This is an optimization exercise on Yosys and OpenROAD, whose aim is small area and a short achievable clock period, not a production implementation. Where RTL was checked, it was by simulation tests only, not by an equivalence proof against the original. Power is estimated from default activity; no workload was simulated.

==> flow/design.v <==
module paintr_core (
	input  logic         clk,
	input  logic         rst,
	input  logic         step,
	input  logic [7:0]   pos_x,
	input  logic [7:0]   pos_y,
	input  logic         sw_save,
	input  logic         sw_load,
	input  logic [639:0] ram_q,
	input  logic         fb_rdata,
	output logic [8:0]   ram_addr,
	output logic [639:0] ram_data,
	output logic         ram_wren,
	output logic [18:0]  fb_waddr,
	output logic         fb_wdata,
	output logic [18:0]  fb_raddr,
	output logic [7:0]   VGA_R,
	output logic [7:0]   VGA_G,
	output logic [7:0]   VGA_B,
	output logic         VGA_BLANK_N,
	output logic         VGA_CLK,
	output logic         VGA_HS,
	output logic         VGA_SYNC_N,
	output logic         VGA_VS
);
	logic [10:0] cx, cy;
	always_ff @(posedge clk) begin
		if (rst) begin
			cx <= 11'd0;
			cy <= 11'd0;
		end else if (step) begin
			if (pos_x > 8'h30) cx <= pos_x[7] ? cx - 11'd1 : cx + 11'd1;
			if (pos_y > 8'h30) cy <= pos_y[7] ? cy + 11'd1 : cy - 11'd1;
		end
	end
	logic f_l1, f_l0, f_h1, f_h0;
	logic cx_inc, cx_dec;
	assign cx_inc = step & (pos_x > 8'h30) & ~pos_x[7];
	assign cx_dec = step & (pos_x > 8'h30) & pos_x[7];
	always_ff @(posedge clk) begin
		if (rst) begin
			f_l1 <= 1'b0;
			f_l0 <= 1'b1;
			f_h1 <= 1'b0;
			f_h0 <= 1'b1;
		end else if (cx_inc) begin
			f_l1 <= (cx[6:0] == 7'h7e);
			f_l0 <= f_l1;
			f_h1 <= f_l1 ? (cx[10:7] == 4'd14) : f_h1;
			f_h0 <= f_l1 ? (cx[10:7] == 4'd15) : f_h0;
		end else if (cx_dec) begin
			f_l1 <= f_l0;
			f_l0 <= (cx[6:0] == 7'd1);
			f_h1 <= f_l0 ? (cx[10:7] == 4'd0) : f_h1;
			f_h0 <= f_l0 ? (cx[10:7] == 4'd1) : f_h0;
		end
	end
	logic [9:0] load_x;
	logic [8:0] load_y;
	logic       color, act, wrap;
	logic [639:0] q_sh;    
	assign q_sh = {1'b0, ram_q[639:1]};
	logic [7:0]  s0, s1;
	logic [9:0]  s2;
	logic [79:0] g1;
	logic [9:0]  g2;
	logic        q_mux;
	always_comb begin
		for (int k = 0; k < 8; k++)  s1[k] = (load_x[5:3] == k);
		for (int k = 0; k < 10; k++) s2[k] = (load_x[9:6] == k);
		for (int h = 0; h < 80; h++) g1[h] = |(q_sh[8*h +: 8] & s0);
		for (int m = 0; m < 10; m++) g2[m] = |(g1[8*m +: 8] & s1);
		q_mux = |(g2 & s2);
	end
	logic row_end, all_done, upd;
	assign row_end  = act & ~wrap & (load_x == 10'd638);          
	assign all_done = act & wrap & (load_y == 9'd478);            
	assign upd      = ~row_end & ~all_done;
	always_ff @(posedge clk) begin
		if (rst) s0 <= 8'd1;
		else if (sw_load & upd) s0 <= (act & ~wrap) ? {s0[6:0], s0[7]} : 8'd1;
	end
	always_ff @(posedge clk) begin
		if (rst) begin
			load_x <= 10'd0;
			load_y <= 9'd0;
			color  <= 1'b0;
		end else if (sw_load & upd) begin
			load_x <= (act & ~wrap) ? load_x + 10'd1 : 10'd0;
			load_y <= act ? (wrap ? load_y + 9'd1 : load_y) : 9'd0;
			color  <= (act & ~wrap) ? q_mux : ram_q[0];
		end
	end
	always_ff @(posedge clk) begin
		if (rst | ~sw_load) begin
			act  <= 1'b0;
			wrap <= 1'b0;
		end else begin
			act  <= 1'b1;
			if (row_end) wrap <= 1'b1;
			else if (upd) wrap <= 1'b0;
		end
	end
	logic [10:0] x, y;
	assign x = sw_load ? {1'b0, load_x} : cx;
	assign y = sw_load ? {2'b0, load_y} : cy;
	logic [8:0]   write_addr;
	logic [639:0] data;
	logic         eq_l, eq_c, en;
	logic [8:0]   wa_nx, ly_nx;
	logic [10:0]  cy_nx;
	assign wa_nx = (rst | ~sw_save) ? 9'd0 : y[8:0];
	assign ly_nx = rst ? 9'd0 : (sw_load & upd) ? (act ? (wrap ? load_y + 9'd1 : load_y) : 9'd0) : load_y;
	assign cy_nx = rst ? 11'd0 : (step & (pos_y > 8'h30)) ? (pos_y[7] ? cy + 11'd1 : cy - 11'd1) : cy;
	always_ff @(posedge clk) begin
		eq_l <= (wa_nx == ly_nx);
		eq_c <= ({2'b00, wa_nx} == cy_nx);
	end
	assign en   = sw_save & ~rst & (sw_load ? eq_l : eq_c);
	logic [19:0] rsel;
	logic [31:0] csel;
	always_comb begin
		for (int j = 0; j < 20; j++) rsel[j] = en & (x[10:5] == j);
		for (int k = 0; k < 32; k++) csel[k] = (x[4:0] == k);
	end
	always_ff @(posedge clk) begin
		for (int i = 0; i < 640; i++)
			data[i] <= (data[i] & en) | (rsel[i >> 5] & csel[i & 31]);
	end
	always_ff @(posedge clk) begin
		if (rst | ~sw_save) write_addr <= 9'd0;
		else                write_addr <= y[8:0];
	end
	assign ram_data = data;
	assign ram_wren = sw_save;
	assign ram_addr = sw_load ? (act ? load_y : 9'd0) : (sw_save ? write_addr : 9'd500);
	logic [11:0] ac, al;
	logic        mx, my, cx_c;
	assign mx   = step & (pos_x > 8'h30);
	assign my   = step & (pos_y > 8'h30);
	assign cx_c = (cx_dec & f_l0) | (cx_inc & f_l1);
	logic [5:0]  dxr;      
	logic        cy_w;
	assign dxr  = f_l1 ? (f_h1 ? 6'h31 : 6'd1) : f_l0 ? (f_h0 ? 6'd15 : 6'h3f) : 6'd0;
	assign cy_w = my & (pos_y[7] ? (cy == 11'h7ff) : (cy == 11'd0));
	logic [5:0]  kd [6];   
	logic [6:0]  ks [6];
	logic [5:0]  klo [6];
	logic [5:0]  kup, kdn;
	always_comb begin
		kd[0] = 6'd0;        kd[1] = 6'd5;         kd[2] = 6'h3b;
		kd[3] = dxr;
		kd[4] = f_l1 ? (f_h1 ? 6'h36 : 6'd6)  : f_l0 ? (f_h0 ? 6'd20 : 6'd4)  : 6'd5;
		kd[5] = f_l1 ? (f_h1 ? 6'h2c : 6'h3c) : f_l0 ? (f_h0 ? 6'd10 : 6'h3a) : 6'h3b;
		for (int k = 0; k < 6; k++) begin
			ks[k]  = {1'b0, ac[5:0]} + {1'b0, kd[k]};
			klo[k] = ks[k][5:0];
			kup[k] = ks[k][6] & ~kd[k][5];
			kdn[k] = ~ks[k][6] & kd[k][5];
		end
	end
	logic        yu, yd;
	assign yu = my & pos_y[7];
	assign yd = my & ~pos_y[7];
	logic [7:0]  kv [6];   
	logic [7:0]  kx, k0, kk;
	always_comb
		for (int k = 0; k < 6; k++) kv[k] = {klo[k], kup[k], kdn[k]};
	assign k0 = yu ? kv[1] : yd ? kv[2] : kv[0];
	assign kx = yu ? kv[4] : yd ? kv[5] : kv[3];
	assign kk = cx_c ? kx : k0;
	logic [5:0]  ac_up, ac_dn, ac_hi, ac_lo;
	logic        sel_up, sel_dn;
	assign ac_up  = ac[11:6] + 6'd1;
	assign ac_dn  = ac[11:6] - 6'd1;
	assign {ac_lo, sel_up, sel_dn} = kk;
	assign ac_hi  = sel_up ? ac_up : sel_dn ? ac_dn : ac[11:6];
	always_ff @(posedge clk) begin
		if (rst) ac <= 12'd0;
		else     ac <= {ac_hi[5] ^ cy_w, ac_hi[4:0], ac_lo};
	end
	always_ff @(posedge clk) begin
		if (rst) al <= 12'd0;
		else if (sw_load & upd) begin
			if (~act) al <= 12'd0;
			else if (wrap | (load_x[6:0] == 7'h7f)) al <= al + 12'd1;
		end
	end
	assign fb_waddr = sw_load ? {al, load_x[6:0]} : {ac, cx[6:0]};
	assign fb_wdata = sw_load ? color : 1'b1;
	logic [10:0] hcount;
	logic [9:0]  vcount;
	logic        eol, eof, blank, pixel;
	assign eol = (hcount == 11'd1599);
	assign eof = (vcount == 10'd524);
	logic [10:0] hnext;
	logic [9:0]  vnext;
	logic [11:0] ra;       
	logic        hs, vs;
	assign hnext = eol ? 11'd0 : hcount + 11'd1;
	assign vnext = eol ? (eof ? 10'd0 : vcount + 10'd1) : vcount;
	always_ff @(posedge clk) begin
		if (rst) begin
			hcount <= 11'd0;
			vcount <= 10'd0;
			ra     <= 12'd0;
			hs     <= 1'b1;
			vs     <= 1'b1;
		end else begin
			hcount <= hnext;
			vcount <= vnext;
			if (eol)                      ra <= eof ? 12'd0 : ra - 12'd1;
			else if (hcount[7:0] == 8'hff) ra <= ra + 12'd1;
			hs <= !((hnext[10:7] == 4'b1010) & (hnext[6] | hnext[5]));
			vs <= !(vnext[9:1] == 9'd245);
		end
	end
	assign VGA_HS = hs;
	assign VGA_VS = vs;
	assign VGA_SYNC_N = 1'b1;
	assign VGA_CLK = hcount[0];
	assign blank = (hcount[10] & (hcount[9] | hcount[8])) | vcount[9] | (vcount[8:5] == 4'b1111);
	assign fb_raddr = {ra, hcount[7:1]};
	always_ff @(posedge clk) begin
		if (rst) begin
			pixel <= 1'b0;
			VGA_BLANK_N <= 1'b0;
		end else if (hcount[0]) begin
			pixel <= fb_rdata;
			VGA_BLANK_N <= ~blank;
		end
	end
	assign VGA_R = {8{pixel}};
	assign VGA_G = {8{pixel}};
	assign VGA_B = {8{pixel}};
endmodule
clock: 6.5 ns
lec_check: 0
cap_margin: 20
core_area: 5 5 355 355
cts_buf_list: sky130_fd_sc_hd__clkbuf_8 sky130_fd_sc_hd__clkbuf_16
cts_cluster_diameter: 60
cts_cluster_size: 20
die_area: 0 0 360 360
setup_slack_margin: 3.3
slew_margin: 20
buffer_ports_args: -buffer_cell sky130_fd_sc_hd__buf_1
place_pins_args: -min_distance 1 -min_distance_in_tracks
standard.sh (not shown) runs the stock make flow with config.mk's settings and CLKGATE_MAP_FILE= SYNTH_SCRIPT=/design/flow/synth_recipe.tcl, a recipe that flattens the netlist after the stock synthesis.
==> flow/flow/run.sh <==
#!/bin/bash
# Standard ORFS layout (the standard.sh), with two layout choices added to
# config.mk: port buffers use the smallest buffer cell, and pins may sit on
# adjacent routing tracks so that a smaller die still holds all 1370 ports.
set -euo pipefail
cat flow/extra.mk >> config.mk
bash standard.sh > standard.log 2>&1
==> flow/flow/extra.mk <==
export BUFFER_PORTS_ARGS = -buffer_cell sky130_fd_sc_hd__buf_1
export PLACE_PINS_ARGS = -min_distance 1 -min_distance_in_tracks
The baseline ran to the end with no violations.
Next try:
--- a/flow/design.v
+++ b/flow/design.v
@@ -65,8 +65,9 @@
 	logic [79:0] g1;
 	logic [9:0]  g2;
 	logic        q_mux;
 	always_comb begin
+		for (int k = 0; k < 8; k++)  s0[k] = (load_x[2:0] == k);
 		for (int k = 0; k < 8; k++)  s1[k] = (load_x[5:3] == k);
 		for (int k = 0; k < 10; k++) s2[k] = (load_x[9:6] == k);
 		for (int h = 0; h < 80; h++) g1[h] = |(q_sh[8*h +: 8] & s0);
 		for (int m = 0; m < 10; m++) g2[m] = |(g1[8*m +: 8] & s1);
@@ -75,12 +76,8 @@
 	logic row_end, all_done, upd;
 	assign row_end  = act & ~wrap & (load_x == 10'd638);          
 	assign all_done = act & wrap & (load_y == 9'd478);            
 	assign upd      = ~row_end & ~all_done;
-	always_ff @(posedge clk) begin
-		if (rst) s0 <= 8'd1;
-		else if (sw_load & upd) s0 <= (act & ~wrap) ? {s0[6:0], s0[7]} : 8'd1;
-	end
 	always_ff @(posedge clk) begin
 		if (rst) begin
 			load_x <= 10'd0;
 			load_y <= 9'd0;
@@ -106,17 +103,10 @@
 	assign y = sw_load ? {2'b0, load_y} : cy;
 	logic [8:0]   write_addr;
 	logic [639:0] data;
 	logic         eq_l, eq_c, en;
-	logic [8:0]   wa_nx, ly_nx;
-	logic [10:0]  cy_nx;
-	assign wa_nx = (rst | ~sw_save) ? 9'd0 : y[8:0];
-	assign ly_nx = rst ? 9'd0 : (sw_load & upd) ? (act ? (wrap ? load_y + 9'd1 : load_y) : 9'd0) : load_y;
-	assign cy_nx = rst ? 11'd0 : (step & (pos_y > 8'h30)) ? (pos_y[7] ? cy + 11'd1 : cy - 11'd1) : cy;
-	always_ff @(posedge clk) begin
-		eq_l <= (wa_nx == ly_nx);
-		eq_c <= ({2'b00, wa_nx} == cy_nx);
-	end
+	assign eq_l = (write_addr == load_y);
+	assign eq_c = ({2'b00, write_addr} == cy);
 	assign en   = sw_save & ~rst & (sw_load ? eq_l : eq_c);
 	logic [19:0] rsel;
 	logic [31:0] csel;
 	always_comb begin
Result:
- The new run finished clean
- clock-buffer cell count shrinks by 14
- global-route usage grows by 2.4 points
- wire length grows by 9.4%
- setup slack got worse by 0.068 ns
- non-clock buffer count grows by 88
- die area is unchanged
- core utilization is about the same
- cell area hardly moves
- sequential share of layout area shrinks by 0.54 points
- fmax shrinks by 1.9%
- synthesized cell count shrinks by 3.1%
- total power shrinks by 6.9%
- area after synthesis is about the same
- register-to-register slack got worse by 0.44 ns
The RTL of the second run of this note was laid out without a check of its function.

afterwards: timing with drivers on the ports:
The flow's constraints put no driver on any port. The routed layouts listed below were extracted and timed again, unchanged, in two steps.
Step 1, drivers: a clkbuf_16 drives clk and a buf_2 each remaining input, both assumed.
Step 2 times the ports against the registers' clock, not the clock port: input delays grow and output delays shrink by t, the midpoint of the rising clock arrivals with the driver on.
Three values: no drivers, after step 1, after step 2; two values: the first two.
| run | t, ns | setup slack, ns | hold WS [ns] | worst setup path at the end |
|---|---|---|---|---|
| the first run | 0.689 | 3.030 / 2.821 / 2.434 | 0.454 / 0.454 / 0.454 | input to register |
| the second run | 0.694 | 2.961 / 2.644 / 2.444 | 0.468 / 0.468 / 0.468 | input to register |
After both steps setup and hold are still met in every run listed. The setup slack of the first run, which loses most, moves by -0.209 ns with the drivers and by -0.596 ns with both steps.
